Background: an optimization exercise with open tools, aiming at small area, a short achievable clock period and few clock cycles per item. Do not read the settings as production practice. Where RTL was checked, it was by simulation tests only, not by an equivalence proof against the original. The RTL of runs 1 to 3 was laid out without a check of its function. Power and IR drop assume default switching activity.

**flow/run.sh**
```bash
#!/bin/bash
# synth_recipe.tcl (not shown) runs the flow's synth.tcl, then flattens the netlist and writes it again
# the make line also repeats each setting of config.mk as NAME=value (left out here)
make -C /OpenROAD-flow-scripts/flow DESIGN_CONFIG=/design/flow/config.mk WORK_HOME=/design/flow/orfs CLKGATE_MAP_FILE= SYNTH_SCRIPT=/design/flow/synth_recipe.tcl finish
```
**flow/config.mk**
```make
export PLATFORM = sky130hd
export DESIGN_NAME = axis_matmul2x2
export DESIGN_NICKNAME = axis_matmul2x2
export VERILOG_FILES = /design/flow/design.v
export SDC_FILE = /design/flow/constraint.sdc
export NUM_CORES = 4
export LEC_CHECK = 0
export CAP_MARGIN = 20
export CORE_MARGIN = 2
export CORE_UTILIZATION = 40
export PLACE_DENSITY = 0.6
export SLEW_MARGIN = 20
```
**flow/constraint.sdc**
```tcl
create_clock -name core_clock -period 7.5 [get_ports {clk}]
set_input_delay 1.5000 -clock core_clock [delete_from_list [all_inputs] [get_ports {clk}]]
set_output_delay 1.5000 -clock core_clock [all_outputs]
set_load 0.01 [all_outputs]
```
**flow/design.v**
```verilog
module dot4(input [3:0] a0, input [3:0] b0, input [3:0] a1, input [3:0] b1, output [8:0] y);
    wire pp0_00 = a0[0] & b0[0];
    wire pp0_01 = a0[0] & b0[1];
    wire pp0_02 = a0[0] & b0[2];
    wire pp0_03 = ~(a0[0] & b0[3]);
    wire pp0_10 = a0[1] & b0[0];
    wire pp0_11 = a0[1] & b0[1];
    wire pp0_12 = a0[1] & b0[2];
    wire pp0_13 = ~(a0[1] & b0[3]);
    wire pp0_20 = a0[2] & b0[0];
    wire pp0_21 = a0[2] & b0[1];
    wire pp0_22 = a0[2] & b0[2];
    wire pp0_23 = ~(a0[2] & b0[3]);
    wire pp0_30 = ~(a0[3] & b0[0]);
    wire pp0_31 = ~(a0[3] & b0[1]);
    wire pp0_32 = ~(a0[3] & b0[2]);
    wire pp0_33 = a0[3] & b0[3];
    wire pp1_00 = a1[0] & b1[0];
    wire pp1_01 = a1[0] & b1[1];
    wire pp1_02 = a1[0] & b1[2];
    wire pp1_03 = ~(a1[0] & b1[3]);
    wire pp1_10 = a1[1] & b1[0];
    wire pp1_11 = a1[1] & b1[1];
    wire pp1_12 = a1[1] & b1[2];
    wire pp1_13 = ~(a1[1] & b1[3]);
    wire pp1_20 = a1[2] & b1[0];
    wire pp1_21 = a1[2] & b1[1];
    wire pp1_22 = a1[2] & b1[2];
    wire pp1_23 = ~(a1[2] & b1[3]);
    wire pp1_30 = ~(a1[3] & b1[0]);
    wire pp1_31 = ~(a1[3] & b1[1]);
    wire pp1_32 = ~(a1[3] & b1[2]);
    wire pp1_33 = a1[3] & b1[3];
    wire s1 = pp0_00 ^ pp1_00;
    wire c2 = pp0_00 & pp1_00;
    wire s3 = pp0_01 ^ pp0_10 ^ pp1_01;
    wire c4 = (pp0_01 & pp0_10) | (pp0_01 & pp1_01) | (pp0_10 & pp1_01);
    wire s5 = pp1_10 ^ c2 ^ s3;
    wire c6 = (pp1_10 & c2) | (pp1_10 & s3) | (c2 & s3);
    wire s7 = pp0_02 ^ pp0_11 ^ pp0_20;
    wire c8 = (pp0_02 & pp0_11) | (pp0_02 & pp0_20) | (pp0_11 & pp0_20);
    wire s9 = pp1_02 ^ pp1_11 ^ pp1_20;
    wire c10 = (pp1_02 & pp1_11) | (pp1_02 & pp1_20) | (pp1_11 & pp1_20);
    wire s11 = c4 ^ s7 ^ s9;
    wire c12 = (c4 & s7) | (c4 & s9) | (s7 & s9);
    wire s13 = c6 ^ s11;
    wire c14 = c6 & s11;
    wire s15 = pp0_03 ^ pp0_12 ^ pp0_21;
    wire c16 = (pp0_03 & pp0_12) | (pp0_03 & pp0_21) | (pp0_12 & pp0_21);
    wire s17 = pp0_30 ^ pp1_03 ^ pp1_12;
    wire c18 = (pp0_30 & pp1_03) | (pp0_30 & pp1_12) | (pp1_03 & pp1_12);
    wire s19 = pp1_21 ^ pp1_30 ^ c10;
    wire c20 = (pp1_21 & pp1_30) | (pp1_21 & c10) | (pp1_30 & c10);
    wire s21 = c8 ^ s15 ^ s17;
    wire c22 = (c8 & s15) | (c8 & s17) | (s15 & s17);
    wire s23 = c12 ^ s19 ^ s21;
    wire c24 = (c12 & s19) | (c12 & s21) | (s19 & s21);
    wire s25 = c14 ^ s23;
    wire c26 = c14 & s23;
    wire s27 = pp0_13 ^ pp0_22 ^ pp0_31;
    wire c28 = (pp0_13 & pp0_22) | (pp0_13 & pp0_31) | (pp0_22 & pp0_31);
    wire s29 = pp1_13 ^ pp1_22 ^ pp1_31;
    wire c30 = (pp1_13 & pp1_22) | (pp1_13 & pp1_31) | (pp1_22 & pp1_31);
    wire s31 = c16 ^ c18 ^ s27;
    wire c32 = (c16 & c18) | (c16 & s27) | (c18 & s27);
    wire s33 = s29 ^ c20 ^ c22;
    wire c34 = (s29 & c20) | (s29 & c22) | (c20 & c22);
    wire s35 = s31 ^ s33 ^ c24;
    wire c36 = (s31 & s33) | (s31 & c24) | (s33 & c24);
    wire s37 = c26 ^ s35;
    wire c38 = c26 & s35;
    wire s39 = ~(pp0_23 ^ pp0_32);
    wire c40 = pp0_23 | pp0_32;
    wire s41 = pp1_23 ^ pp1_32 ^ c28;
    wire c42 = (pp1_23 & pp1_32) | (pp1_23 & c28) | (pp1_32 & c28);
    wire s43 = c30 ^ s39 ^ c32;
    wire c44 = (c30 & s39) | (c30 & c32) | (s39 & c32);
    wire s45 = s41 ^ c34 ^ s43;
    wire c46 = (s41 & c34) | (s41 & s43) | (c34 & s43);
    wire s47 = c36 ^ s45 ^ c38;
    wire c48 = (c36 & s45) | (c36 & c38) | (s45 & c38);
    wire s49 = pp0_33 ^ pp1_33 ^ c40;
    wire c50 = (pp0_33 & pp1_33) | (pp0_33 & c40) | (pp1_33 & c40);
    wire s51 = c42 ^ s49 ^ c44;
    wire c52 = (c42 & s49) | (c42 & c44) | (s49 & c44);
    wire s53 = s51 ^ c46 ^ c48;
    wire c54 = (s51 & c46) | (s51 & c48) | (c46 & c48);
    wire s55 = c50 ^ c52 ^ c54;
    wire c56 = (c50 & c52) | (c50 & c54) | (c52 & c54);
    wire s57 = ~c56;
    wire c58 = c56;
    assign y = {s57 , s55 , s53 , s47 , s37 , s25 , s13 , s5 , s1};
endmodule
module axis_matmul2x2(
    input                       clk             ,
    input                       rst             ,
    input                       s_axis_tvalid   ,
    input     [31 : 0]          s_axis_tdata    ,
    input                       s_axis_tlast    ,
    output                      s_axis_tready   ,
    output                      m_axis_tvalid   ,
    output    [31 : 0]          m_axis_tdata    ,
    output                      m_axis_tlast    ,
    input                       m_axis_tready
);
    wire [3:0] ia0 = s_axis_tdata[3:0];
    wire [3:0] ia1 = s_axis_tdata[11:8];
    wire [3:0] ib0 = s_axis_tdata[19:16];
    wire [3:0] ib1 = s_axis_tdata[27:24];
    reg       hv;
    reg [3:0] h_a00, h_a10, h_b00, h_b01;
    reg       mv, mrow;
    reg [3:0] ma0, ma1, p_a01;
    reg [3:0] mb00, mb01, mb10, mb11;
    reg       ov;
    reg [8:0] oc0, oc1;
    wire out_free  = !ov || m_axis_tready;
    wire do_comp   = mv && out_free;
    wire comp_last = do_comp && !mrow;
    assign s_axis_tready = hv ? (!mv || comp_last)
                              : (!(mv && mrow) || do_comp);
    wire s_fire = s_axis_tvalid && s_axis_tready;
    wire [8:0] dot0, dot1;
    dot4 u_d0(.a0(ma0), .b0(mb00), .a1(ma1), .b1(mb10), .y(dot0));
    dot4 u_d1(.a0(ma0), .b0(mb01), .a1(ma1), .b1(mb11), .y(dot1));
    always @(posedge clk) begin
        if (rst) begin
            hv <= 1'b0;
            mv <= 1'b0;
            mrow <= 1'b0;
            ov <= 1'b0;
        end else begin
            if (do_comp)
                ov <= 1'b1;
            else if (m_axis_tready)
                ov <= 1'b0;
            if (s_fire && hv) begin
                mv <= 1'b1;
                mrow <= 1'b1;
            end else if (do_comp) begin
                mrow <= 1'b0;
                if (!mrow)
                    mv <= 1'b0;
            end
            if (s_fire)
                hv <= !hv;
        end
    end
    always @(posedge clk) begin
        if (s_fire && !hv) begin
            h_a00 <= ia0;
            h_a10 <= ia1;
            h_b00 <= ib0;
            h_b01 <= ib1;
        end
        if (s_fire && hv) begin
            ma0  <= h_a10;
            ma1  <= ia1;
            p_a01 <= ia0;
            mb00 <= h_b00;
            mb01 <= h_b01;
            mb10 <= ib0;
            mb11 <= ib1;
        end else if (do_comp && mrow) begin
            ma0 <= h_a00;
            ma1 <= p_a01;
        end
        if (do_comp) begin
            oc0 <= dot0;
            oc1 <= dot1;
        end
    end
    assign m_axis_tvalid = ov;
    assign m_axis_tlast  = ov;
    assign m_axis_tdata  = {{7{oc1[8]}}, oc1, {7{oc0[8]}}, oc0};
endmodule
```
==> results of run 1 <==
==> stage by stage <==
stage          total power [mW]  instance area [um2]  instances  setup slack [ns]  utilization, %
6_report                  0.937                 4670        465              2.88            50.0
3_3_place_gp              0.647                 4470        449              2.90            47.9
4_1_cts                   0.953                 4670        465              2.89            50.0
2_1_floorplan             0.591                 3870        280              3.48               -
5_1_grt                    1.00                 4670        465              2.76            50.0
3_5_place_dp              0.654                 4470        449              2.90            47.9
==> worst paths after layout <==
kind | startpoint | endpoint | slack [ns] | cells past startpoint
setup reg to reg | ma0[3] | oc1[7] | 3.25 | 14
hold / removal | h_b00[2] | mb00[2] | 0.42 | 0
setup / recovery | m_axis_tready | s_axis_tready | 2.88 | 5
hold reg to reg | h_b00[2] | mb00[2] | 0.42 | 0
==> cell type report <==
| cell class | count | area (um2) |
|---|---|---|
| clock buffer | 10 | 128 |
| clock inverter | 6 | 68.8 |
| fill | 820 | 4660 |
| inverter | 52 | 195 |
| multi-input combinational | 146 | 1620 |
| sequential | 66 | 1940 |
| tap | 129 | 161 |
| timing repair buffer | 56 | 556 |
==> logic make-up after synthesis <==
kind of cell	count (synthesis)	share of synthesized area, %
compound gates	9	1.68
flops	66	50.1
buf+inv	68	8.24
simple gates	72	9.76
fa+ha+maj	57	27.3
mux	8	2.91
==> power groups by stage <==
stage | registers, mW | clock network, mW | logic, mW
detailed placement | 0.463 | 0 | 0.191
CTS | 0.454 | 0.306 | 0.193
global route | 0.456 | 0.324 | 0.224
floorplan | 0.462 | 0 | 0.129
finish | 0.454 | 0.298 | 0.185
global placement | 0.462 | 0 | 0.185
==> routing by layer <==
| layer | GRT usage [%] | part of all wire, % | up-vias |
|---|---|---|---|
| met4 | 7.08 | 2.3 | 0 |
| met1 | 16.5 | 47 | 1031 |
| met5 | 0 | 0 | - |
| li1 | - | - | 978 |
| met2 | 21.0 | 48 | 40 |
| met3 | 2.39 | 3.0 | 9 |
==> synth_stat cells, drive strengths merged (3+ instances only) <==
master	instances	area [um2]
edfxtp	62	1860
a21oi	3	15.0
inv	52	195
o21ai	3	15.0
nor2	3	11.3
dfxtp	4	80.1
and2	42	263
fa	46	921
mux2	8	113
nand2	26	97.6
buf	16	124
ha	10	125
==> critical path, stage by stage <==
cell	delay, ns
clkdlybuf4s50_1	0.44
nor2b_1	0.40
maj3_1	0.26
nand2_1	0.05
clkdlybuf4s50_1	0.48
==> state kept, by name (all words and copies together) (netlist names) <==
name   flops
ov         1
p_a01      4
hv         1
h_a00      4
ma1        4
mv         1
mb00       4
mb10       4
ma0        4
h_a10      4
oc1        9
h_b00      4
h_b01      4
oc0        9
mb01       4
mb11       4
mrow       1
==> reports/results.txt, run 1 <==
Final hold viol count - 0
Cell Area, Synth - 0.00387 mm2
Ant diodes - 0
Final setup fails - 0
F_max - 216 MHz
Routability Congestion - 0.821
Register bit count reported by yosys - 66
Layout area overhead - 20.5%
Postcts setup bufs - 0
Area of the die - 0.0105 mm2
Dpl hpwl - 4400 um
Total GRT Usage - 12.9%
Clock share of power - 31.8%
Syn nets - 373
WL final - 5900 um
Die W - 102 um
Final Max Slew Viols - 0
Grt total ovfl - 0
Setup crit start kind - primary input
Max-cap violations - 0
DIE HEIGHT - 102 um
Clock sink count - 66
Num CTS Buffers - 9
Largest fanout on the critical path - 7
First-pass DRT Iterations - 4
Syn avg cell area - 13.8 um2
CP endpoint kind - primary output
Most frequent cells in the layout - edfxtp_1 (62), clkdlybuf4s50_1 (54), inv_1 (52)
Fin Hold WS - 0.420 ns
PD cells - 201 mW/mm2
Via count - 2058
CTS Hold Bufs - 0
Synthesis Warnings - 1
Core Region - 0.00933 mm2
Worst-path clk slew - 0.07 ns
Initial antenna violation count - 0
Boundary pin count - 72
Worst Max-Slew Pin Slew - 0.807 ns
Outcome - timing/DRC/antenna clean
Max IR drop VDD - 0.106 mV
WP data arrival - 3.12 ns
Post-route ant nets - 0
Combinational fraction of design power - 19.7%
Internal power - 688 uW
Leakage - 1.86 nW
Starting density of the core - 41.5%
Minimum clock period - 4.62 ns
Post-synth cell types - 19
Critical path class - in2out
Dominant synthesized flop cell - edfxtp_1
PostCTS Resize Cnt - 0
Rows - 35
DR DRC count - 0
Post-synthesis sequential area ratio - 50.1%
Vias/cell - 4.43
Clock latency (worst-skew pair) - 0.34 ns
Drt first-iter violations - 79
Sw frac - 26.6%
Final cycle utilization of the critical path - 61.6%
Net Sw Power - 249 uW
H-tree levels - 3
Most common cell after layout, fill and taps aside - edfxtp_1
Skew final - 0.00744 ns
Input/output buffers - 54
TritonCTS clock tree - yes
Max-Slew Margin vs Limit - 46.1%
Clock root cell - clkbuf_8
Maximum number of pins on one net before global-route repair - 21
Hold Crit Class - reg2reg
Clk buf depth - 2
Fraction of layout cells with a size suffix above 1 - 8.33%
First-pass GRT wire length - 10100 um
Setup TNS - 0 ns
Layout Nets - 424
RSZ-0062 raised after global routing - no
Fraction of registers with async set/reset - 0%
Number of global-route vias before repair - 2172
Sequential Power Share - 48.5%
EDFF count, synth - 62
Critical Path RT - 6.00 ns
Routed length per placed instance - 12.7 um
Cells after Synth - 280
==> inputs of run 2 (changes only) <==
--- a/flow/config.mk
+++ b/flow/config.mk
@@ -9,4 +9,5 @@
 export CORE_MARGIN = 2
 export CORE_UTILIZATION = 40
 export PLACE_DENSITY = 0.6
+export SETUP_SLACK_MARGIN = 4.5
 export SLEW_MARGIN = 20
==> reports/results.txt, run 2 <==
Outcome - timing/DRC/antenna clean
Area leader, netlist - edfxtp_1
Skew final - 0.0120 ns (+0.00456 ns)
Setup crit start kind - flop
H-tree levels - 3 (unchanged)
CTS Hold Bufs - 0 (unchanged)
Routed length per placed instance - 12.9 um (+1.6%)
Clock sink count - 66 (unchanged)
Syn avg cell area - 13.8 um2 (unchanged)
Die W - 102 um (unchanged)
Worst Max-Slew Pin Slew - 0.631 ns (-0.176 ns)
Clock share of power - 36.0% (+4.2 points)
First-pass DRT Iterations - 4 (unchanged)
Synthesis Warnings - 1 (unchanged)
Total GRT Usage - 13.3% (+0.43 points)
Via count - 2127 (+3.4%)
Slowest stage delay, CP - 0.53 ns (+0.05 ns)
RR Startpoint - ma1[0]
F_max - 246 MHz (+14%)
Synth top area share - 48.1% (unchanged)
Ant diodes - 0 (unchanged)
Setup TNS - 0 ns (unchanged)
Num CTS Buffers - 9 (unchanged)
EDFF count, synth - 62 (unchanged)
Fraction of registers with async set/reset - 0% (unchanged)
Crit-path cells - and2_4, fa_1, inv_1, fa_2, inv_2, fa_1, inv_1, fa_1, ha_2, fa_2, fa_2, inv_2, fa_1, inv_1
Clock root cell - clkbuf_8
Fill cells - 799 (-2.6%)
PD cells - 209 mW/mm2 (+4.2%)
Sw frac - 25.2% (-1.4 points)
Final setup fails - 0 (unchanged)
Dominant synthesized flop cell - edfxtp_1
Cell Area, Synth - 0.00387 mm2 (unchanged)
Initial antenna violation count - 0 (unchanged)
Cell count of the worst reg-to-reg path - 14 (unchanged)
Reg2reg end - oc1[7]
Most frequent cell after synthesis - edfxtp_1
Mux share of post-synthesis cell area - 2.91% (unchanged)
Xor/xnor cell area share of the yosys netlist - 0% (unchanged)
WL final - 6160 um (+4.5%)
Boundary pin count - 72 (unchanged)
Hold Crit Start - h_b01[1]
Post-route ant nets - 0 (unchanged)
Final cycle utilization of the critical path - 54.2% (-7.5 points)
Non-Filler Instances - 478 (+2.8%)
Critical path class - reg2reg
Critical Path RT - 7.71 ns (+1.71 ns)
Rows - 35 (unchanged)
Clock latency (worst-skew pair) - 0.34 ns (about the same)
Max IR drop VDD - 0.130 mV (+23%)
Largest family of logic cells by synthesized area - adder cells
Most used cell, CP - fa_1
Area of the die - 0.0105 mm2 (unchanged)
Largest cells by area after synthesis - edfxtp_1 (48%), fa_1 (24%), and2_1 (6.8%)
Dpl hpwl - 4530 um (+3.0%)
Combinational fraction of design power - 19.8% (about the same)
Layout Nets - 437 (+3.1%)
Minimum clock period - 4.06 ns (-0.561 ns)
Post-synth cell types - 19 (unchanged)
Cells after Synth - 280 (unchanged)
Maximum number of pins on one net before global-route repair - 19 (-9.5%)
Worst-path clk slew - 0.08 ns (about the same)
First-pass GRT wire length - 10500 um (+3.9%)
CP endpoint kind - flop
Sequential Power Share - 44.2% (-4.3 points)
Layout area overhead - 26.9%
Most common cell after layout, fill and taps aside - edfxtp_1
Top flop regs - oc0 x9, oc1 x9
Worst path slowest cell - edfxtp_1
Leakage - 1.95 nW (+4.7%)
Clk buf depth - 2 (unchanged)
Drt first-iter violations - 77 (-2.5%)
Hold Crit Class - reg2reg
Post-synthesis adder-cell area fraction - 27.3% (unchanged)
Net Sw Power - 259 uW (+4.1%)
Final Max Slew Viols - 0 (unchanged)
Fraction of layout cells with a size suffix above 1 - 22.1% (+14 points)
DP Area - 0.00452 mm2 (+0.98%)
Starting density of the core - 41.5% (unchanged)
Post-synthesis sequential area ratio - 50.1% (unchanged)
RSZ-0062 raised after global routing - yes
WP data arrival - 4.27 ns (+1.15 ns)
Vias/cell - 4.45 (+0.54%)
DR DRC count - 0 (unchanged)
DIE HEIGHT - 102 um (unchanged)
Internal power - 768 uW (+12%)
Grt total ovfl - 0 (unchanged)
Hold worst-path end - mb01[1]
TritonCTS clock tree - yes
Most frequent cells in the layout - edfxtp_1 (62), clkdlybuf4s50_1 (52), inv_1 (44)
Number of global-route vias before repair - 2208 (+1.7%)
Flop2flop setup slack - 3.44 ns (+0.19 ns)
Final hold viol count - 0 (unchanged)
Syn nets - 373 (unchanged)
Largest fanout on the critical path - 8 (+1)
Commonest cells in the netlist - edfxtp_1 (62), inv_1 (52), fa_1 (46)
Post-synthesis simple-gate area fraction - 9.76% (unchanged)
Input/output buffers - 54 (unchanged)
Final Cell Area - 0.00491 mm2 (+5.3%)
Core Region - 0.00933 mm2 (unchanged)
Worst Hold Depth - 0 (unchanged)
Placed Cells - 449 (unchanged)
Register bit count reported by yosys - 66 (unchanged)
Routability Congestion - 0.835 (+1.8%)
Max-cap violations - 0 (unchanged)
Max-Slew Margin vs Limit - 57.9% (+12 points)
Synth Area in Compound Gates - 1.68% (unchanged)
-- run 2: cell counts after synthesis --
Identical to the previous run, type by type.
-- run 2: worst max-delay path by stage --
| stage | start | end | cells past startpoint |
|---|---|---|---|
| 3_3_place_gp | m_axis_tready | s_axis_tready | 5 |
| 5_1_grt | ma0[3] | oc1[7] | 14 |
| 3_5_place_dp | m_axis_tready | s_axis_tready | 5 |
| 4_1_cts | ma0[3] | oc1[7] | 14 |
| 2_1_floorplan | ma0[3] | oc0[7] | 14 |
| 6_report | ma1[0] | oc1[7] | 14 |
-- run 2: logic make-up (layout without fill, tap and decap cells) --
logic type,after synthesis,after routing
buf+inv,68,137
simple gates,72,72
flops,66,66
fa+ha+maj,57,57
compound gates,9,9
mux,8,8
-- run 2: cell type report --
type                            count  area (um2)  share of cell area [%]
Tap cell                          129         161                    3.28
Timing Repair Buffer               68         659                    13.4
Clock buffer                        9         124                    2.52
Sequential cell                    66        1940                    39.5
Multi-Input combinational cell    146        1700                    34.5
Clock inverter                      7         125                    2.55
Timing Repair inverter              1        7.51                   0.153
Inverter                           52         199                    4.05
-- run 2: per-layer routing --
layer / up-vias / global-route usage [%] / wire [um]
met2: 32 / 22.0 / 3070
met1: 1085 / 17.5 / 2840
met4: 0 / 5.85 / 101
li1: 1003 / - / -
met5: - / 0 / 0
met3: 7 / 2.26 / 149
-- run 2: timing repair --
action                     in CTS  in global routing
setup endpoints to repair      39                 21
pin swaps                       7                  3
setup buffers                   6                  6
gates resized for setup        19                 13
gates cloned                    1                  0
-- run 2: power by group through the flow --
stage | sequential (mW) | clock (mW) | combinational, mW
2_1_floorplan | 0.462 | 0 | 0.139
5_1_grt | 0.457 | 0.395 | 0.245
4_1_cts | 0.454 | 0.378 | 0.208
3_5_place_dp | 0.463 | 0 | 0.201
3_3_place_gp | 0.462 | 0 | 0.194
6_report | 0.454 | 0.370 | 0.204
-- run 2: worst max-delay path, delay by kind of cell, from the launching register on --
kind	cells	cell delay [ns]
adder cells (fa/ha/maj)	8	2.90
flip-flops	1	0.53
buffers and inverters	5	0.30
AND/OR/NAND/NOR	1	0.20
-- run 2: metrics by stage --
step           worst slack, ns  utilization (%)  total power, mW  hold WS, ns
3_3_place_gp              2.99             48.4            0.657        0.402
3_5_place_dp              2.98             48.4            0.664        0.407
4_1_cts                   3.42             52.0             1.04        0.426
6_report                  3.44             52.7             1.03        0.425
5_1_grt                   3.27             52.7             1.10        0.436
2_1_floorplan             3.59                -            0.601        0.400
==> inputs of run 3 (changes only) <==
--- a/flow/config.mk
+++ b/flow/config.mk
@@ -5,6 +5,7 @@
 export SDC_FILE = /design/flow/constraint.sdc
 export NUM_CORES = 4
 export LEC_CHECK = 0
+export ABC_CLOCK_PERIOD_IN_PS = 3000
 export CAP_MARGIN = 20
 export CORE_MARGIN = 2
 export CORE_UTILIZATION = 40
==> reports/results.txt, run 3 <==
Vias/cell - 4.45 (unchanged)
Post-synthesis sequential area ratio - 50.1% (unchanged)
Fraction of layout cells with a size suffix above 1 - 22.1% (unchanged)
WL final - 6160 um (unchanged)
Max-cap violations - 0 (unchanged)
WP data arrival - 4.27 ns (about the same)
Non-Filler Instances - 478 (unchanged)
Worst Max-Slew Pin Slew - 0.631 ns (unchanged)
Critical Path RT - 7.71 ns (about the same)
Final core occ - 52.7% (unchanged)
Final Max Slew Viols - 0 (unchanged)
Fill cells - 799 (unchanged)
DIE HEIGHT - 102 um (unchanged)
Hold worst-path end - mb01[1]
First-pass GRT wire length - 10500 um (unchanged)
Rows - 35 (unchanged)
Input/output buffers - 54 (unchanged)
TritonCTS clock tree - yes
Final worst slack - 3.44 ns (unchanged)
Fin Hold WS - 0.425 ns (unchanged)
Hold Crit Start - h_b01[1]
Final Cell Area - 0.00491 mm2 (unchanged)
Largest fanout on the critical path - 8 (unchanged)
Leakage - 1.95 nW (unchanged)
Most frequent cells in the layout - edfxtp_1 (62), clkdlybuf4s50_1 (52), inv_1 (44)
Ant diodes - 0 (unchanged)
Register bit count reported by yosys - 66 (unchanged)
EDFF count, synth - 62 (unchanged)
Area leader, netlist - edfxtp_1
Worst Hold Depth - 0 (unchanged)
Cell Area, Synth - 0.00387 mm2 (unchanged)
Flop2flop setup slack - 3.44 ns (about the same)
Minimum clock period - 4.06 ns (unchanged)
Maximum number of pins on one net before global-route repair - 19 (unchanged)
Max IR drop VDD - 0.130 mV (unchanged)
First-pass DRT Iterations - 4 (unchanged)
Most frequent cell after synthesis - edfxtp_1
Total GRT Usage - 13.3% (unchanged)
Dpl ws - 2.98 ns (unchanged)
Worst-path clk slew - 0.08 ns (about the same)
Routability Congestion - 0.835 (unchanged)
Syn avg cell area - 13.8 um2 (unchanged)
Drt first-iter violations - 77 (unchanged)
Syn nets - 373 (unchanged)
Synth top area share - 48.1% (unchanged)
Die W - 102 um (unchanged)
Critical path class - reg2reg
Core Region - 0.00933 mm2 (unchanged)
Final cycle utilization of the critical path - 54.2% (unchanged)
Number of global-route vias before repair - 2208 (unchanged)
Top flop regs - oc0 x9, oc1 x9
Area of the die - 0.0105 mm2 (unchanged)
Cells after Synth - 280 (unchanged)
Clk buf depth - 2 (unchanged)
Synthesis Warnings - 1 (unchanged)
Grt total ovfl - 0 (unchanged)
Routed length per placed instance - 12.9 um (unchanged)
F_max - 246 MHz (unchanged)
Outcome - timing/DRC/antenna clean
Via count - 2127 (unchanged)
Starting density of the core - 41.5% (unchanged)
Clock latency (worst-skew pair) - 0.34 ns (about the same)
Fraction of registers with async set/reset - 0% (unchanged)
Boundary pin count - 72 (unchanged)
Largest cells by area after synthesis - edfxtp_1 (48%), fa_1 (24%), and2_1 (6.8%)
CTS Hold Bufs - 0 (unchanged)
Max-Slew Margin vs Limit - 57.9% (unchanged)
Initial antenna violation count - 0 (unchanged)
Setup TNS - 0 ns (unchanged)
Clock root cell - clkbuf_8
Overall power - 1.03 mW (unchanged)
RR Startpoint - ma1[0]
Setup crit start kind - flop
Dominant synthesized flop cell - edfxtp_1
Dpl hpwl - 4530 um (unchanged)
RSZ-0062 raised after global routing - yes
Clock sink count - 66 (unchanged)
Reg2reg end - oc1[7]
Commonest cells in the netlist - edfxtp_1 (62), inv_1 (52), fa_1 (46)
DP Area - 0.00452 mm2 (unchanged)
Layout Nets - 437 (unchanged)
PD cells - 209 mW/mm2 (unchanged)
Skew final - 0.0120 ns (unchanged)
CP endpoint kind - flop
Num CTS Buffers - 9 (unchanged)
DR DRC count - 0 (unchanged)
Final hold viol count - 0 (unchanged)
Cell count of the worst reg-to-reg path - 14 (unchanged)
Post-route ant nets - 0 (unchanged)
Layout area overhead - 26.9% (unchanged)
H-tree levels - 3 (unchanged)
Post-synth cell types - 19 (unchanged)
Placed Cells - 449 (unchanged)
Most common cell after layout, fill and taps aside - edfxtp_1
Hold Crit Class - reg2reg
Final setup fails - 0 (unchanged)
[run 3: cell counts after synthesis]
Identical to the previous run, type by type.
[run 3: layout make-up]
cell class	instances	area (um2)	area share, %
Timing Repair Buffer	68	659	13.4
Inverter	52	199	4.05
Timing Repair inverter	1	7.51	0.153
Tap cell	129	161	3.28
Clock buffer	9	124	2.52
Multi-Input combinational cell	146	1700	34.5
Clock inverter	7	125	2.55
Sequential cell	66	1940	39.5
[run 3: cells by family after synthesis]
logic type,count (synthesis),synth area share [%]
AOI/OAI and AO/OA,9,1.68
muxes,8,2.91
DFF,66,50.1
and+or+nand+nor,72,9.76
buffers and inverters,68,8.24
adders and majority gates,57,27.3
[run 3: where the power goes]
group | internal, mW | switching, mW | leakage, nW
Combinational | 0.103 | 0.100 | 1.21
Sequential | 0.441 | 0.0128 | 0.608
Clock | 0.224 | 0.146 | 0.124
Total | 0.768 | 0.259 | 1.95
[run 3: worst max path at each step]
stage	start	end	slack, ns	cells after the start
floorplan	ma0[3]	oc0[7]	3.59	14
global placement	m_axis_tready	s_axis_tready	2.99	5
detailed placement	m_axis_tready	s_axis_tready	2.98	5
CTS	ma0[3]	oc1[7]	3.42	14
global route	ma0[3]	oc1[7]	3.27	14
finish	ma1[0]	oc1[7]	3.44	14
[run 3: worst max-delay path, cell delays in order (launching register included)]
cell and delay (ns):
edfxtp_1 0.53, and2_4 0.20, fa_1 0.49, inv_1 0.05, fa_2 0.34, inv_2 0.06, fa_1 0.39, inv_1 0.07
fa_1 0.41, ha_2 0.19, fa_2 0.34, fa_2 0.34, inv_2 0.06, fa_1 0.40, inv_1 0.06
[run 3: what timing repair did]
item | CTS | global route
gates cloned | 1 | 0
endpoints found under the setup margin | 39 | 21
setup buffers | 6 | 6
gates resized for setup | 19 | 13
pin swaps | 7 | 3
[run 3: per-layer routing]
metal | vias to the layer above | share of wire [%] | GRT usage, %
met5 | - | 0 | 0
met4 | 0 | 1.6 | 5.85
met3 | 7 | 2.4 | 2.26
met2 | 32 | 50 | 22.0
met1 | 1085 | 46 | 17.5
li1 | 1003 | - | -
==> inputs of run 4 (changes only) <==
--- a/flow/design.v
+++ b/flow/design.v
@@ -2,34 +2,35 @@
     wire pp0_00 = a0[0] & b0[0];
     wire pp0_01 = a0[0] & b0[1];
     wire pp0_02 = a0[0] & b0[2];
-    wire pp0_03 = ~(a0[0] & b0[3]);
+    wire pp0_03 = ~a0[0] | ~b0[3];
     wire pp0_10 = a0[1] & b0[0];
     wire pp0_11 = a0[1] & b0[1];
     wire pp0_12 = a0[1] & b0[2];
-    wire pp0_13 = ~(a0[1] & b0[3]);
+    wire pp0_13 = ~a0[1] | ~b0[3];
     wire pp0_20 = a0[2] & b0[0];
     wire pp0_21 = a0[2] & b0[1];
     wire pp0_22 = a0[2] & b0[2];
-    wire pp0_23 = ~(a0[2] & b0[3]);
-    wire pp0_30 = ~(a0[3] & b0[0]);
-    wire pp0_31 = ~(a0[3] & b0[1]);
-    wire pp0_32 = ~(a0[3] & b0[2]);
+    wire pp0_23 = a0[2] & b0[3];
+    wire pp0_23n = ~a0[2] | ~b0[3];
+    wire pp0_30 = ~a0[3] | ~b0[0];
+    wire pp0_31 = ~a0[3] | ~b0[1];
+    wire pp0_32 = ~a0[3] | ~b0[2];
     wire pp0_33 = a0[3] & b0[3];
     wire pp1_00 = a1[0] & b1[0];
     wire pp1_01 = a1[0] & b1[1];
     wire pp1_02 = a1[0] & b1[2];
-    wire pp1_03 = ~(a1[0] & b1[3]);
+    wire pp1_03 = ~a1[0] | ~b1[3];
     wire pp1_10 = a1[1] & b1[0];
     wire pp1_11 = a1[1] & b1[1];
     wire pp1_12 = a1[1] & b1[2];
-    wire pp1_13 = ~(a1[1] & b1[3]);
+    wire pp1_13 = ~a1[1] | ~b1[3];
     wire pp1_20 = a1[2] & b1[0];
     wire pp1_21 = a1[2] & b1[1];
     wire pp1_22 = a1[2] & b1[2];
-    wire pp1_23 = ~(a1[2] & b1[3]);
-    wire pp1_30 = ~(a1[3] & b1[0]);
-    wire pp1_31 = ~(a1[3] & b1[1]);
-    wire pp1_32 = ~(a1[3] & b1[2]);
+    wire pp1_23 = ~a1[2] | ~b1[3];
+    wire pp1_30 = ~a1[3] | ~b1[0];
+    wire pp1_31 = ~a1[3] | ~b1[1];
+    wire pp1_32 = ~a1[3] | ~b1[2];
     wire pp1_33 = a1[3] & b1[3];
     wire s1 = pp0_00 ^ pp1_00;
     wire c2 = pp0_00 & pp1_00;
@@ -69,27 +70,31 @@
     wire c36 = (s31 & s33) | (s31 & c24) | (s33 & c24);
     wire s37 = c26 ^ s35;
     wire c38 = c26 & s35;
-    wire s39 = ~(pp0_23 ^ pp0_32);
-    wire c40 = pp0_23 | pp0_32;
-    wire s41 = pp1_23 ^ pp1_32 ^ c28;
-    wire c42 = (pp1_23 & pp1_32) | (pp1_23 & c28) | (pp1_32 & c28);
-    wire s43 = c30 ^ s39 ^ c32;
-    wire c44 = (c30 & s39) | (c30 & c32) | (s39 & c32);
-    wire s45 = s41 ^ c34 ^ s43;
-    wire c46 = (s41 & c34) | (s41 & s43) | (c34 & s43);
-    wire s47 = c36 ^ s45 ^ c38;
-    wire c48 = (c36 & s45) | (c36 & c38) | (s45 & c38);
-    wire s49 = pp0_33 ^ pp1_33 ^ c40;
-    wire c50 = (pp0_33 & pp1_33) | (pp0_33 & c40) | (pp1_33 & c40);
-    wire s51 = c42 ^ s49 ^ c44;
-    wire c52 = (c42 & s49) | (c42 & c44) | (s49 & c44);
-    wire s53 = s51 ^ c46 ^ c48;
-    wire c54 = (s51 & c46) | (s51 & c48) | (c46 & c48);
-    wire s55 = c50 ^ c52 ^ c54;
-    wire c56 = (c50 & c52) | (c50 & c54) | (c52 & c54);
-    wire s57 = ~c56;
-    wire c58 = c56;
-    assign y = {s57 , s55 , s53 , s47 , s37 , s25 , s13 , s5 , s1};
+    wire s39 = pp0_23 ^ pp0_32 ^ pp1_23;
+    wire c40 = (pp0_23 & pp0_32) | (pp0_23 & pp1_23) | (pp0_32 & pp1_23);
+    wire s41 = pp1_32 ^ c28 ^ c30;
+    wire c42 = (pp1_32 & c28) | (pp1_32 & c30) | (c28 & c30);
+    wire s43 = s39 ^ c32 ^ s41;
+    wire c44 = (s39 & c32) | (s39 & s41) | (c32 & s41);
+    wire s45 = c34 ^ s43 ^ c36;
+    wire c46 = (c34 & s43) | (c34 & c36) | (s43 & c36);
+    wire s47 = c38 ^ s45;
+    wire c48 = c38 & s45;
+    wire s49 = pp0_23n ^ pp0_33 ^ pp1_33;
+    wire c50 = (pp0_23n & pp0_33) | (pp0_23n & pp1_33) | (pp0_33 & pp1_33);
+    wire s51 = c40 ^ s49 ^ c42;
+    wire c52 = (c40 & s49) | (c40 & c42) | (s49 & c42);
+    wire s53 = c44 ^ s51 ^ c46;
+    wire c54 = (c44 & s51) | (c44 & c46) | (s51 & c46);
+    wire s55 = c48 ^ s53;
+    wire c56 = c48 & s53;
+    wire s57 = c50 ^ c52 ^ c54;
+    wire c58 = (c50 & c52) | (c50 & c54) | (c52 & c54);
+    wire s59 = c56 ^ s57;
+    wire c60 = c56 & s57;
+    wire s61 = c58 ^ c60;
+    wire c62 = c58 & c60;
+    assign y = {~s61, s59, s55, s47, s37, s25, s13, s5, s1};
 endmodule
 module axis_matmul2x2(
     input                       clk             ,
==> flow/flow/run.sh (new file) <==
#!/bin/bash
# Standard ORFS layout, with two changes:
#  - synthesis runs Yosys's synth without its internal ABC pass (SYNTH_ARGS=-noabc),
#    so the full-adder extraction sees the RTL's adder structure directly;
#    the final ABC mapping still runs as usual;
#  - every input and output port still gets its own buffer, but a buf_2
#    instead of the slow delay buffer buffer_ports picks by default.
set -euo pipefail
bash standard.sh SYNTH_ARGS=-noabc \
  "BUFFER_PORTS_ARGS=-buffer_cell sky130_fd_sc_hd__buf_2" \
  finish > make_finish.log 2>&1
==> flow/standard.sh (new file) <==
#!/bin/bash
# synth_recipe.tcl (not shown) runs the flow's synth.tcl, then flattens the netlist and writes it again
# the make line also repeats each setting of config.mk as NAME=value (left out here)
make -C /OpenROAD-flow-scripts/flow DESIGN_CONFIG=/design/flow/config.mk WORK_HOME=/design/flow/orfs CLKGATE_MAP_FILE= SYNTH_SCRIPT=/design/flow/synth_recipe.tcl "${@:-finish}"
--- a/flow/config.mk
+++ b/flow/config.mk
@@ -5,10 +5,9 @@
 export SDC_FILE = /design/flow/constraint.sdc
 export NUM_CORES = 4
 export LEC_CHECK = 0
-export ABC_CLOCK_PERIOD_IN_PS = 3000
 export CAP_MARGIN = 20
 export CORE_MARGIN = 2
 export CORE_UTILIZATION = 40
 export PLACE_DENSITY = 0.6
-export SETUP_SLACK_MARGIN = 4.5
+export SETUP_SLACK_MARGIN = 5
 export SLEW_MARGIN = 20
removed: flow/run.sh
==> reports/results.txt, run 4 <==
Via count - 1983 (-6.8%)
Total GRT Usage - 14.0% (+0.61 points)
Critical Path Stages - 10 (-4)
CP endpoint kind - flop
Critical Path Sink - oc0[8]
Boundary pin count - 72 (unchanged)
Synthesis Warnings - 1 (unchanged)
Skew final - 0.00866 ns (-0.00335 ns)
Critical Path RT - 7.59 ns (-0.12 ns)
Leakage - 1.77 nW (-9.3%)
Most frequent cell after synthesis - edfxtp_1
Clk buf depth - 2 (unchanged)
Layout Nets - 403 (-7.8%)
Fill cells - 793 (-0.75%)
Top flop regs - oc0 x9, oc1 x9
Input/output buffers - 54 (unchanged)
Dominant synthesized flop cell - edfxtp_1
Dpl ws - 3.33 ns (+0.348 ns)
Fin Hold WS - 0.420 ns (-0.00503 ns)
Setup crit start kind - flop
Area of the die - 0.0102 mm2 (-2.7%)
First-pass DRT Iterations - 4 (unchanged)
Cells after Synth - 240 (-14%)
PD cells - 211 mW/mm2 (+1.0%)
Core Region - 0.00920 mm2 (-1.4%)
Clock root cell - clkbuf_8
Fraction of registers with async set/reset - 0% (unchanged)
Post-synth cell types - 20 (+1)
Commonest cells in the netlist - edfxtp_1 (62), fa_1 (46), and2_1 (41)
Hold Crit Start - h_b01[1]
Worst path top cell family by delay - adder cells
Ant diodes - 0 (unchanged)
Initial antenna violation count - 0 (unchanged)
Critical path class - reg2reg
DR DRC count - 0 (unchanged)
Final setup fails - 0 (unchanged)
Reg2reg end - oc0[8]
Clock latency (worst-skew pair) - 0.33 ns (about the same)
Rows - 35 (unchanged)
First-pass GRT wire length - 10600 um (+0.47%)
Outcome - timing/DRC/antenna clean
Routed length per placed instance - 14.8 um (+15%)
Minimum clock period - 4.16 ns (+0.103 ns)
DP Area - 0.00417 mm2 (-7.7%)
Num CTS Buffers - 9 (unchanged)
Worst path slowest cell - edfxtp_1
Number of global-route vias before repair - 2045 (-7.4%)
Most common cell after layout, fill and taps aside - edfxtp_1
Largest cells by area after synthesis - edfxtp_1 (49%), fa_1 (24%), and2_1 (6.8%)
Cell count of the worst reg-to-reg path - 10 (-4)
CTS Hold Bufs - 0 (unchanged)
Max-Slew Margin vs Limit - 62.0% (+4.1 points)
Final Max Slew Viols - 0 (unchanged)
Final cycle utilization of the critical path - 55.5% (+1.4 points)
Final Cell Area - 0.00466 mm2 (-5.2%)
Routability Congestion - 0.810 (-3.0%)
Synth top area share - 49.5% (+1.4 points)
Post-route ant nets - 0 (unchanged)
DIE HEIGHT - 101 um (-1.3%)
RSZ-0062 raised after global routing - yes
Post-synthesis sequential area ratio - 51.6% (+1.4 points)
Syn nets - 337 (-9.7%)
Worst Hold Depth - 0 (unchanged)
Setup TNS - 0 ns (unchanged)
Vias/cell - 4.70 (+5.6%)
Fraction of layout cells with a size suffix above 1 - 45.0% (+23 points)
WL final - 6250 um (+1.4%)
Overall power - 984 uW (-4.3%)
F_max - 240 MHz (-2.5%)
Crit path buf inv count - 0 (-5)
Hold Crit Class - reg2reg
EDFF count, synth - 62 (unchanged)
Layout area overhead - 23.7%
Most frequent cells in the layout - edfxtp_1 (62), buf_2 (52), fa_1 (33)
WP data arrival - 4.26 ns (about the same)
Starting density of the core - 40.9% (-0.58 points)
CP startpoint - ma0[1]
Worst Max-Slew Pin Slew - 0.568 ns (-0.0629 ns)
Final worst slack - 3.34 ns (-0.103 ns)
Die W - 101 um (-1.3%)
Worst-path clk slew - 0.08 ns (about the same)
Clock sink count - 66 (unchanged)
Maximum number of pins on one net before global-route repair - 19 (unchanged)
Slowest stage delay, CP - 0.51 ns (-0.02 ns)
Crit-path cells - and2_4, fa_1, fa_2, fa_1, fa_2, fa_2, fa_2, fa_1, ha_4, xnor2_1
Area leader, netlist - edfxtp_1
Most used cell, CP - fa_2
Final hold viol count - 0 (unchanged)
Largest fanout on the critical path - 7 (-1)
Register bit count reported by yosys - 66 (unchanged)
Drt first-iter violations - 49 (-36%)
Syn avg cell area - 15.7 um2 (+13%)
Flop2flop setup slack - 3.34 ns (-0.10 ns)
Dpl hpwl - 4360 um (-3.7%)
Cell Area, Synth - 0.00376 mm2 (-2.8%)
RR Startpoint - ma0[1]
Max-cap violations - 0 (unchanged)
Grt total ovfl - 0 (unchanged)
H-tree levels - 3 (unchanged)
TritonCTS clock tree - yes
Max IR drop VDD - 0.0945 mV (-27%)
==> run 4: changes by cell type after synthesis <==
cell / change
inv_1: -46
ha_1: +4
xnor2_1: +2
and2_1: -1
nand2_1: +1
==> run 4: cell type report <==
type	count	area, um2	area share (%)
Clock inverter	4	25.0	0.537
Timing Repair inverter	1	7.51	0.161
Tap cell	111	139	2.98
Clock buffer	12	165	3.55
Multi-Input combinational cell	152	1920	41.1
Timing Repair Buffer	70	430	9.24
Inverter	6	33.8	0.725
Sequential cell	66	1940	41.7
==> run 4: worst min-delay path by stage <==
| stage | end |
|---|---|
| after floorplan | mb00[0] |
| after global placement | mb01[1] |
| after detailed placement | mb00[0] |
| after CTS | mb00[1] |
| after global routing | mb01[1] |
| final | mb01[1] |
==> run 4: worst reg2reg max path: stages, from the launching register on <==
cell      delay, ns
edfxtp_1       0.51
and2_4         0.22
fa_1           0.46
fa_2           0.39
fa_1           0.50
fa_2           0.40
fa_2           0.34
fa_2           0.34
fa_1           0.48
ha_4           0.18
xnor2_1        0.11
==> run 4: cells by family (layout without fill, tap and decap cells) <==
family,after synthesis,count (layout),synth area share [%]
adders and majority gates,61,61,29.4
buffers and inverters,22,93,3.89
and+or+nand+nor,72,72,9.97
DFF,66,66,51.6
xor gates and xnor gates,2,2,0.465
muxes,8,8,2.99
AOI/OAI and AO/OA,9,9,1.73
==> run 4: metal layers <==
layer	wire (um)	GRT usage [%]
met2	3020	21.1
met1	2920	19.6
met3	240	3.61
met4	79	4.99
met5	0	0
==> run 4: timing repair <==
action | in CTS | in global routing
gates cloned | 1 | 0
pin swaps | 5 | 11
setup buffers | 9 | 7
setup endpoints to repair | 75 | 45
hold endpoints to repair | 0 | 0
gates resized for setup | 17 | 8
==> run 4: where the power goes <==
part / total, mW / switching [mW] / leakage, nW / internal (mW)
clock: 0.284 / 0.138 / 0.0944 / 0.146
sequential: 0.454 / 0.0124 / 0.608 / 0.441
combinational: 0.246 / 0.118 / 1.06 / 0.129
==> run 4: per-stage QoR <==
step                      std cells  util, %
after detailed placement        389     45.3
after global placement          389     45.3
after global routing            422     50.7
after CTS                       415     49.7
after floorplan                 240        -
final                           422     50.7
Testbench counts of run 4, summed over its fixed seeds: cycles 792, items 384.
==> inputs of run 5 (changes only) <==
--- a/flow/config.mk
+++ b/flow/config.mk
@@ -8,6 +8,8 @@
 export CAP_MARGIN = 20
 export CORE_MARGIN = 2
 export CORE_UTILIZATION = 40
+export CTS_BUF_LIST = sky130_fd_sc_hd__clkbuf_4 sky130_fd_sc_hd__clkbuf_8
+export CTS_CLUSTER_SIZE = 40
 export PLACE_DENSITY = 0.6
-export SETUP_SLACK_MARGIN = 5
+export SETUP_SLACK_MARGIN = 4.5
 export SLEW_MARGIN = 20
==> reports/results.txt, run 5 <==
F_max - 239 MHz (-0.46%)
Most common cell after layout, fill and taps aside - edfxtp_1
DR DRC count - 0 (unchanged)
Setup crit start kind - flop
Post-synthesis sequential area ratio - 51.6% (unchanged)
Worst-path clk slew - 0.08 ns (about the same)
Hold Crit Start - h_b01[1]
Minimum clock period - 4.18 ns (+0.0193 ns)
Clock sink count - 66 (unchanged)
Worst Max-Slew Pin Slew - 0.661 ns (+0.0930 ns)
Total GRT Usage - 13.5% (-0.45 points)
Fin Hold WS - 0.421 ns (+0.00137 ns)
Final core occ - 48.9% (-1.8 points)
Final Max Slew Viols - 0 (unchanged)
Non-Filler Instances - 412 (-2.4%)
Maximum number of pins on one net before global-route repair - 21 (+2)
Fill cells - 812 (+2.4%)
Vias/cell - 4.63 (-1.5%)
Register bit count reported by yosys - 66 (unchanged)
Clock root cell - clkbuf_8
Post-synth cell types - 20 (unchanged)
CP endpoint kind - flop
Number of global-route vias before repair - 2050 (+0.24%)
Synthesis Warnings - 1 (unchanged)
RSZ-0062 raised after global routing - yes
Leakage - 1.71 nW (-3.2%)
Skew final - 0.00993 ns (+0.00127 ns)
Dpl ws - 3.32 ns (-0.0108 ns)
Routed length per placed instance - 14.6 um (-1.4%)
WL final - 6020 um (-3.7%)
Die W - 101 um (unchanged)
EDFF count, synth - 62 (unchanged)
Input/output buffers - 54 (unchanged)
Syn avg cell area - 15.7 um2 (unchanged)
Num CTS Buffers - 9 (unchanged)
DIE HEIGHT - 101 um (unchanged)
Post-route ant nets - 0 (unchanged)
Outcome - timing/DRC/antenna clean
Rows - 35 (unchanged)
Cell count of the worst reg-to-reg path - 10 (unchanged)
RR Startpoint - ma1[1]
Final hold viol count - 0 (unchanged)
Area of the die - 0.0102 mm2 (unchanged)
Starting density of the core - 40.9% (unchanged)
Top flop regs - oc0 x9, oc1 x9
Via count - 1907 (-3.8%)
Fraction of registers with async set/reset - 0% (unchanged)
Clk buf depth - 2 (unchanged)
Final setup fails - 0 (unchanged)
Largest fanout on the critical path - 8 (+1)
Area leader, netlist - edfxtp_1
Routability Congestion - 0.812 (+0.22%)
H-tree levels - 3 (unchanged)
Syn nets - 337 (unchanged)
Max IR drop VDD - 0.119 mV (+26%)
Dominant synthesized flop cell - edfxtp_1
Final worst slack - 3.32 ns (-0.0193 ns)
Most frequent cells in the layout - edfxtp_1 (62), buf_2 (52), fa_1 (34)
WP data arrival - 4.27 ns (about the same)
Boundary pin count - 72 (unchanged)
Hold Crit Class - reg2reg
Overall power - 983 uW (about the same)
Commonest cells in the netlist - edfxtp_1 (62), fa_1 (46), and2_1 (41)
Critical Path RT - 7.59 ns (about the same)
Drt first-iter violations - 55 (+12%)
Layout area overhead - 19.4%
CTS Hold Bufs - 0 (unchanged)
Synth top area share - 49.5% (unchanged)
Layout Nets - 393 (-2.5%)
Fraction of layout cells with a size suffix above 1 - 40.5% (-4.5 points)
Grt total ovfl - 0 (unchanged)
Max-cap violations - 0 (unchanged)
DP Area - 0.00414 mm2 (-0.57%)
First-pass GRT wire length - 10300 um (-2.7%)
Multi-input logic area - 0.00185 mm2 (-3.4%)
FF/Latch Area - 0.00194 mm2 (unchanged)
Flop2flop setup slack - 3.32 ns (-0.02 ns)
Core Region - 0.00920 mm2 (unchanged)
Reg2reg end - oc1[8]
Cells after Synth - 240 (unchanged)
Hold worst-path end - mb01[1]
TritonCTS clock tree - yes
Final cycle utilization of the critical path - 55.8% (+0.26 points)
Final Cell Area - 0.00450 mm2 (-3.5%)
Most frequent cell after synthesis - edfxtp_1
Largest cells by area after synthesis - edfxtp_1 (49%), fa_1 (24%), and2_1 (6.8%)
Ant diodes - 0 (unchanged)
Setup TNS - 0 ns (unchanged)
Max-Slew Margin vs Limit - 55.6% (-6.4 points)
Placed Cells - 391 (+0.51%)
PD cells - 219 mW/mm2 (+3.5%)
Dpl hpwl - 4320 um (-0.93%)
Critical path class - reg2reg
First-pass DRT Iterations - 4 (unchanged)
Clock latency (worst-skew pair) - 0.34 ns (about the same)
Cell Area, Synth - 0.00376 mm2 (unchanged)
Initial antenna violation count - 0 (unchanged)
Worst Hold Depth - 0 (unchanged)
run 5: cell count changes in the layout (fill, tap and decap cells not counted), moves of 2 or more:
cell / delta
buf_4: -6
buf_6: -3
clkbuf_8: -3
ha_1: +2
ha_4: -3
inv_6: +2
nand2_1: +2
nand2_2: -2
run 5: critical path: stages, from the launching register on:
cell      delay (ns)
edfxtp_1        0.53
and2_4          0.20
fa_1            0.52
fa_2            0.47
fa_2            0.37
fa_2            0.39
fa_2            0.34
fa_2            0.34
fa_1            0.48
ha_4            0.18
xnor2_1         0.11
run 5: what timing repair did:
| action | CTS | global route |
|---|---|---|
| pin swaps | 6 | 1 |
| setup buffers | 4 | 0 |
| setup endpoints to repair | 11 | 31 |
| resized for setup | 9 | 8 |
| cloned | 0 | 1 |
run 5: report_power, final:
part / leakage, nW / internal, mW / switching (mW)
clock: 0.0962 / 0.156 / 0.148
combinational: 1.00 / 0.117 / 0.110
sequential: 0.608 / 0.441 / 0.0121
run 5: cells by family (layout without fill, tap and decap cells):
family                     count (synthesis)  count (layout)  share of synthesized area (%)
muxes                                      8               8                           2.99
adders and majority gates                 61              61                           29.4
xor gates and xnor gates                   2               2                          0.465
buffers and inverters                     22              83                           3.89
AOI/OAI and AO/OA                          9               9                           1.73
and+or+nand+nor                           72              72                           9.97
DFF                                       66              66                           51.6
run 5: worst max-delay path by stage:
stage | from | endpoint | slack (ns)
finish | ma1[1] | oc1[8] | 3.32
global route | ma1[1] | oc1[8] | 3.21
CTS | ma0[1] | oc1[8] | 3.29
detailed placement | ma0[3] | oc0[7] | 3.32
global placement | ma1[1] | oc0[7] | 3.33
floorplan | ma1[1] | oc0[7] | 3.53
run 5: final cells by class:
cell class	instances	area share, %
Clock buffer	9	2.75
Clock inverter	7	1.70
Inverter	6	0.584
Multi-Input combinational cell	152	41.2
Sequential cell	66	43.2
Tap cell	111	3.09
Timing Repair Buffer	60	7.37
Timing Repair inverter	1	0.167
run 5: metal layers:
layer | vias up | share of wire [%] | global-route usage, %
met5 | - | 0 | 0
met3 | 9 | 3.7 | 2.84
met1 | 946 | 46 | 17.5
li1 | 917 | - | -
met2 | 35 | 49 | 21.4
met4 | 0 | 1.7 | 7.28
==> inputs of run 6 (changes only) <==
--- a/flow/config.mk
+++ b/flow/config.mk
@@ -8,8 +8,6 @@
 export CAP_MARGIN = 20
 export CORE_MARGIN = 2
 export CORE_UTILIZATION = 40
-export CTS_BUF_LIST = sky130_fd_sc_hd__clkbuf_4 sky130_fd_sc_hd__clkbuf_8
-export CTS_CLUSTER_SIZE = 40
 export PLACE_DENSITY = 0.6
 export SETUP_SLACK_MARGIN = 4.5
 export SLEW_MARGIN = 20
==> reports/results.txt, run 6 <==
First-pass GRT wire length - 10300 um (unchanged)
First-pass DRT Iterations - 4 (unchanged)
Final cycle utilization of the critical path - 55.8% (unchanged)
Worst Max-Slew Pin Slew - 0.661 ns (unchanged)
Grt total ovfl - 0 (unchanged)
Area of the die - 0.0102 mm2 (unchanged)
Starting density of the core - 40.9% (unchanged)
Vias/cell - 4.63 (unchanged)
FF/Latch Area - 0.00194 mm2 (unchanged)
Top flop regs - oc0 x9, oc1 x9
Most frequent cells in the layout - edfxtp_1 (62), buf_2 (52), fa_1 (34)
Rows - 35 (unchanged)
Dpl hpwl - 4320 um (unchanged)
Worst-path clk slew - 0.08 ns (about the same)
Commonest cells in the netlist - edfxtp_1 (62), fa_1 (46), and2_1 (41)
Minimum clock period - 4.18 ns (unchanged)
Most common cell after layout, fill and taps aside - edfxtp_1
WP data arrival - 4.27 ns (about the same)
Initial antenna violation count - 0 (unchanged)
Max IR drop VDD - 0.119 mV (unchanged)
Critical Path RT - 7.59 ns (about the same)
Non-Filler Instances - 412 (unchanged)
Clk buf depth - 2 (unchanged)
DR DRC count - 0 (unchanged)
Clock sink count - 66 (unchanged)
F_max - 239 MHz (unchanged)
Setup TNS - 0 ns (unchanged)
Cells after Synth - 240 (unchanged)
Skew final - 0.00993 ns (unchanged)
Dominant synthesized flop cell - edfxtp_1
Die W - 101 um (unchanged)
Via count - 1907 (unchanged)
Clock root cell - clkbuf_8
Critical path class - reg2reg
Worst path slowest cell - edfxtp_1
Most frequent cell after synthesis - edfxtp_1
WL final - 6020 um (unchanged)
EDFF count, synth - 62 (unchanged)
Register bit count reported by yosys - 66 (unchanged)
Clock latency (worst-skew pair) - 0.34 ns (about the same)
Cell Area, Synth - 0.00376 mm2 (unchanged)
Number of global-route vias before repair - 2050 (unchanged)
TritonCTS clock tree - yes
Slowest stage delay, CP - 0.53 ns (about the same)
Input/output buffers - 54 (unchanged)
Final hold viol count - 0 (unchanged)
Maximum number of pins on one net before global-route repair - 21 (unchanged)
Fraction of registers with async set/reset - 0% (unchanged)
Core Region - 0.00920 mm2 (unchanged)
Max-Slew Margin vs Limit - 55.6% (unchanged)
Final setup fails - 0 (unchanged)
Boundary pin count - 72 (unchanged)
Fill cells - 812 (unchanged)
Post-synthesis sequential area ratio - 51.6% (unchanged)
Layout area overhead - 19.4% (unchanged)
Final Max Slew Viols - 0 (unchanged)
Max-cap violations - 0 (unchanged)
Total GRT Usage - 13.5% (unchanged)
Outcome - timing/DRC/antenna clean
Ant diodes - 0 (unchanged)
RSZ-0062 raised after global routing - yes
H-tree levels - 3 (unchanged)
Multi-input logic area - 0.00185 mm2 (unchanged)
Largest cells by area after synthesis - edfxtp_1 (49%), fa_1 (24%), and2_1 (6.8%)
Leakage - 1.71 nW (unchanged)
Syn avg cell area - 15.7 um2 (unchanged)
Post-synth cell types - 20 (unchanged)
Synth top area share - 49.5% (unchanged)
Setup crit start kind - flop
Drt first-iter violations - 55 (unchanged)
Crit-path cells - and2_4, fa_1, fa_2, fa_2, fa_2, fa_2, fa_2, fa_1, ha_4, xnor2_1
Hold Crit Class - reg2reg
Fraction of layout cells with a size suffix above 1 - 40.5% (unchanged)
Routability Congestion - 0.812 (unchanged)
Most used cell, CP - fa_2
Syn nets - 337 (unchanged)
Synthesis Warnings - 1 (unchanged)
Fin Hold WS - 0.421 ns (unchanged)
CP endpoint kind - flop
DIE HEIGHT - 101 um (unchanged)
PD cells - 219 mW/mm2 (unchanged)
Routed length per placed instance - 14.6 um (unchanged)
Num CTS Buffers - 9 (unchanged)
Largest fanout on the critical path - 8 (unchanged)
Placed Cells - 391 (unchanged)
Layout Nets - 393 (unchanged)
Area leader, netlist - edfxtp_1
Post-route ant nets - 0 (unchanged)
-- run 6: report_power, final --
group | internal [mW] | switching [mW]
clock | 0.156 | 0.148
sequential | 0.441 | 0.0121
combinational | 0.117 | 0.110
total | 0.713 | 0.270
-- run 6: critical path: cells and delay by family (launching register included) --
family / cells / cell delay (ns)
fa+ha+maj: 8 / 3.09
flops: 1 / 0.53
simple gates: 1 / 0.20
xor+xnor: 1 / 0.11
-- run 6: final cells by class --
type                    count  share of cell area, %
well taps                 111                   3.09
clock buffers               9                   2.75
multi-input cells         152                   41.2
repair buffers             60                   7.37
inverters                   6                  0.584
repair inverters            1                  0.167
flip-flops and latches     66                   43.2
clock inverters             7                   1.70
-- run 6: timing repair --
item	4_1_cts	5_1_grt
resized for setup	9	8
setup endpoints to repair	11	31
hold buffers	0	0
gates cloned	0	1
buffers inserted	4	0
pin swaps	6	1
-- run 6: final timing paths --
check	from	depth (start not counted)	endpoint	slack, ns
min reg2reg	h_b01[1]	0	mb01[1]	0.42
max reg2reg	ma1[1]	10	oc1[8]	3.32
max	ma1[1]	10	oc1[8]	3.32
min	h_b01[1]	0	mb01[1]	0.42
-- run 6: stage by stage --
| step | worst slack (ns) | utilization, % | area (um2) | total power, mW |
|---|---|---|---|---|
| floorplan | 3.53 | - | 3840 | 0.607 |
| global route | 3.21 | 48.9 | 4500 | 1.06 |
| finish | 3.32 | 48.9 | 4500 | 0.983 |
| CTS | 3.29 | 48.1 | 4420 | 0.977 |
| detailed placement | 3.32 | 45.0 | 4140 | 0.655 |
| global placement | 3.33 | 45.0 | 4140 | 0.653 |
-- run 6: cell families after synthesis --
logic type	count (synthesis)	share of synthesized area (%)
multiplexers	8	2.99
flip-flops	66	51.6
XOR/XNOR	2	0.465
AND/OR/NAND/NOR	72	9.97
buffers and inverters	22	3.89
adder cells (fa/ha/maj)	61	29.4
AO/OA/AOI/OAI	9	1.73
-- run 6: metal layers --
metal,routed length [um],vias up,track usage [%]
met3,221,9,2.84
met4,102,0,7.28
met2,2940,35,21.4
li1,-,917,-
met1,2760,946,17.5
met5,0,-,0
==> inputs of run 7 (changes only) <==
==> flow/flow/run.sh (replaced) <==
#!/bin/bash
# Standard ORFS layout, with two changes:
#  - synthesis runs Yosys's synth without its internal ABC pass (SYNTH_ARGS=-noabc),
#    so the full-adder extraction sees the RTL's adder structure directly;
#    the final ABC mapping still runs as usual;
#  - every input and output port still gets its own buffer, but a buf_1
#    instead of the slow delay buffer buffer_ports picks by default.
set -euo pipefail
bash standard.sh SYNTH_ARGS=-noabc \
  "BUFFER_PORTS_ARGS=-buffer_cell sky130_fd_sc_hd__buf_1" \
  finish > make_finish.log 2>&1
==> reports/results.txt, run 7 <==
Hold Crit Class - reg2reg
Post-synthesis adder-cell area fraction - 29.4% (unchanged)
Area of the die - 0.0102 mm2 (unchanged)
Synth top area share - 49.5% (unchanged)
TritonCTS clock tree - yes
Clock root cell - clkbuf_8
Most frequent cell after synthesis - edfxtp_1
Maximum number of pins on one net before global-route repair - 21 (unchanged)
Rows - 35 (unchanged)
Post-synthesis simple-gate area fraction - 9.97% (unchanged)
Xor/xnor cell area share of the yosys netlist - 0.465% (unchanged)
Final Max Slew Viols - 0 (unchanged)
Clock latency (worst-skew pair) - 0.33 ns (about the same)
Syn avg cell area - 15.7 um2 (unchanged)
Via count - 1924 (+0.89%)
CTS Hold Bufs - 0 (unchanged)
Syn nets - 337 (unchanged)
Core Region - 0.00920 mm2 (unchanged)
Max IR drop VDD - 0.0976 mV (-18%)
RSZ-0062 raised after global routing - yes
Critical path class - reg2reg
Largest cells by area after synthesis - edfxtp_1 (49%), fa_1 (24%), and2_1 (6.8%)
Final cycle utilization of the critical path - 55.2% (-0.54 points)
Initial antenna violation count - 0 (unchanged)
Fraction of layout cells with a size suffix above 1 - 23.1% (-17 points)
Register bit count reported by yosys - 66 (unchanged)
Die W - 101 um (unchanged)
Starting density of the core - 40.9% (unchanged)
DR DRC count - 0 (unchanged)
Clock sink count - 66 (unchanged)
Number of global-route vias before repair - 2034 (-0.78%)
First-pass GRT wire length - 10000 um (-2.5%)
WP data arrival - 4.23 ns (-0.04 ns)
Total GRT Usage - 13.0% (-0.53 points)
Most common cell after layout, fill and taps aside - edfxtp_1
WL final - 6060 um (+0.70%)
Dpl hpwl - 4320 um (about the same)
Max-Slew Margin vs Limit - 31.0% (-25 points)
F_max - 241 MHz (+0.98%)
Leakage - 1.61 nW (-5.6%)
Clk buf depth - 2 (unchanged)
Grt total ovfl - 0 (unchanged)
DIE HEIGHT - 101 um (unchanged)
Vias/cell - 4.60 (-0.56%)
Dpl ws - 3.28 ns (-0.0354 ns)
Skew final - 0.00893 ns (-0.000997 ns)
Routability Congestion - 0.781 (-3.8%)
Final worst slack - 3.36 ns (+0.0405 ns)
Placed Cells - 391 (unchanged)
Final setup fails - 0 (unchanged)
Mux share of post-synthesis cell area - 2.99% (unchanged)
Minimum clock period - 4.14 ns (-0.0405 ns)
DP Area - 0.00408 mm2 (-1.6%)
Post-synthesis sequential area ratio - 51.6% (unchanged)
Synthesis Warnings - 1 (unchanged)
Num CTS Buffers - 9 (unchanged)
Layout area overhead - 18.6%
Layout Nets - 399 (+1.5%)
Final hold viol count - 0 (unchanged)
First-pass DRT Iterations - 4 (unchanged)
Outcome - timing/DRC/antenna clean
Setup crit start kind - flop
Boundary pin count - 72 (unchanged)
Post-route ant nets - 0 (unchanged)
Largest family of logic cells by synthesized area - adder cells
Routed length per placed instance - 14.5 um (-0.75%)
Commonest cells in the netlist - edfxtp_1 (62), fa_1 (46), and2_1 (41)
Cell Area, Synth - 0.00376 mm2 (unchanged)
Cells after Synth - 240 (unchanged)
Non-Filler Instances - 418 (+1.5%)
Top flop regs - oc0 x9, oc1 x9
EDFF count, synth - 62 (unchanged)
Critical Path RT - 7.58 ns (about the same)
Final Cell Area - 0.00447 mm2 (-0.70%)
Post-synth cell types - 20 (unchanged)
Synth Area in Compound Gates - 1.73% (unchanged)
Worst Max-Slew Pin Slew - 1.02 ns (+0.363 ns)
Setup TNS - 0 ns (unchanged)
Most frequent cells in the layout - edfxtp_1 (62), buf_1 (52), fa_1 (34)
Drt first-iter violations - 70 (+27%)
Max-cap violations - 0 (unchanged)
H-tree levels - 3 (unchanged)
Fraction of registers with async set/reset - 0% (unchanged)
Ant diodes - 0 (unchanged)
Area leader, netlist - edfxtp_1
Worst-path clk slew - 0.08 ns (about the same)
CP endpoint kind - flop
Fin Hold WS - 0.422 ns (+0.000693 ns)
Largest fanout on the critical path - 7 (-1)
Dominant synthesized flop cell - edfxtp_1
Input/output buffers - 54 (unchanged)
PD cells - 225 mW/mm2 (+2.7%)
==> run 7: power by group <==
| part | internal [mW] | switching, mW | total [mW] | leakage, nW |
|---|---|---|---|---|
| clock | 0.206 | 0.137 | 0.343 | 0.117 |
| sequential | 0.441 | 0.0117 | 0.453 | 0.608 |
| combinational | 0.103 | 0.104 | 0.207 | 0.888 |
==> run 7: logic make-up (layout without fill, tap and decap cells) <==
family | after synthesis | count (layout)
compound gates | 9 | 9
fa+ha+maj | 61 | 61
mux | 8 | 8
xor+xnor | 2 | 2
simple gates | 72 | 72
buf+inv | 22 | 89
flops | 66 | 66
==> run 7: stage by stage <==
stage / total power, mW / util, %
5_1_grt: 1.07 / 48.6
3_5_place_dp: 0.656 / 44.3
3_3_place_gp: 0.650 / 44.3
6_report: 1.00 / 48.6
4_1_cts: 1.01 / 48.1
2_1_floorplan: 0.607 / -
==> run 7: cell type report <==
class / instances / area [um2]
fillers: 804 / 4730
flip-flops and latches: 66 / 1940
multi-input cells: 152 / 1810
repair buffers: 66 / 312
clock buffers: 12 / 155
well taps: 111 / 139
clock inverters: 4 / 73.8
inverters: 6 / 26.3
repair inverters: 1 / 7.51
==> run 7: worst paths after layout <==
kind              startpoint  cells past startpoint  slack (ns)  endpoint
setup reg to reg      ma1[1]                     10        3.36    oc1[8]
setup / recovery      ma1[1]                     10        3.36    oc1[8]
hold reg to reg     h_b01[2]                      0        0.42   mb01[2]
hold / removal      h_b01[2]                      0        0.42   mb01[2]
==> run 7: per-layer routing <==
metal	wire (um)	up-vias	GRT usage, %
met5	0	-	0
met4	116	0	5.82
met3	224	9	2.29
met2	2990	37	20.9
met1	2730	950	17.3
li1	-	928	-
==> run 7: repair_timing <==
action,CTS,global route
pin swaps,5,1
setup endpoints to repair,11,39
gates resized for setup,11,4
gates cloned,0,1
setup buffers,9,1
==> run 7: critical path: stages (launching register included) <==
cell and delay [ns]:
edfxtp_1 0.51, and2_4 0.19, fa_1 0.52, fa_2 0.47, fa_2 0.36, fa_2 0.39
fa_2 0.34, fa_2 0.34, fa_1 0.48, ha_4 0.18, xnor2_1 0.12

## what the ideal ports hide
The flow's constraints put no driver on any port. The routed layouts listed below were extracted and timed again, unchanged, in two steps. Step 1 assumes that a clkbuf_16 drives the clock port and a buf_2 every other input. Step 2 also shifts input and output timing later by t, the mid clock arrival at the registers, as if the neighbouring blocks saw the same clock. a / b / c = ideal ports / drivers / drivers and shift; a / b = the first two.
run	t, ns	setup WS [ns]	worst data-port slew with drivers (ns)
run 1	0.364	2.878 / 2.856 / 2.856	0.04
run 2	0.362	3.439 / 3.439 / 3.439	0.05
run 3	0.362	3.439 / 3.439 / 3.439	0.05
run 4	0.359	3.336 / 3.336 / 3.336	0.05
run 5	0.363	3.316 / 3.316 / 3.316	0.05
run 6	0.363	3.316 / 3.316 / 3.316	0.05
run 7	0.351	3.357 / 3.357 / 3.357	0.05
After both steps setup and hold are still met in every run listed. The setup slack of run 1, which loses most, moves by -0.022 ns with the drivers and by -0.022 ns with both steps.
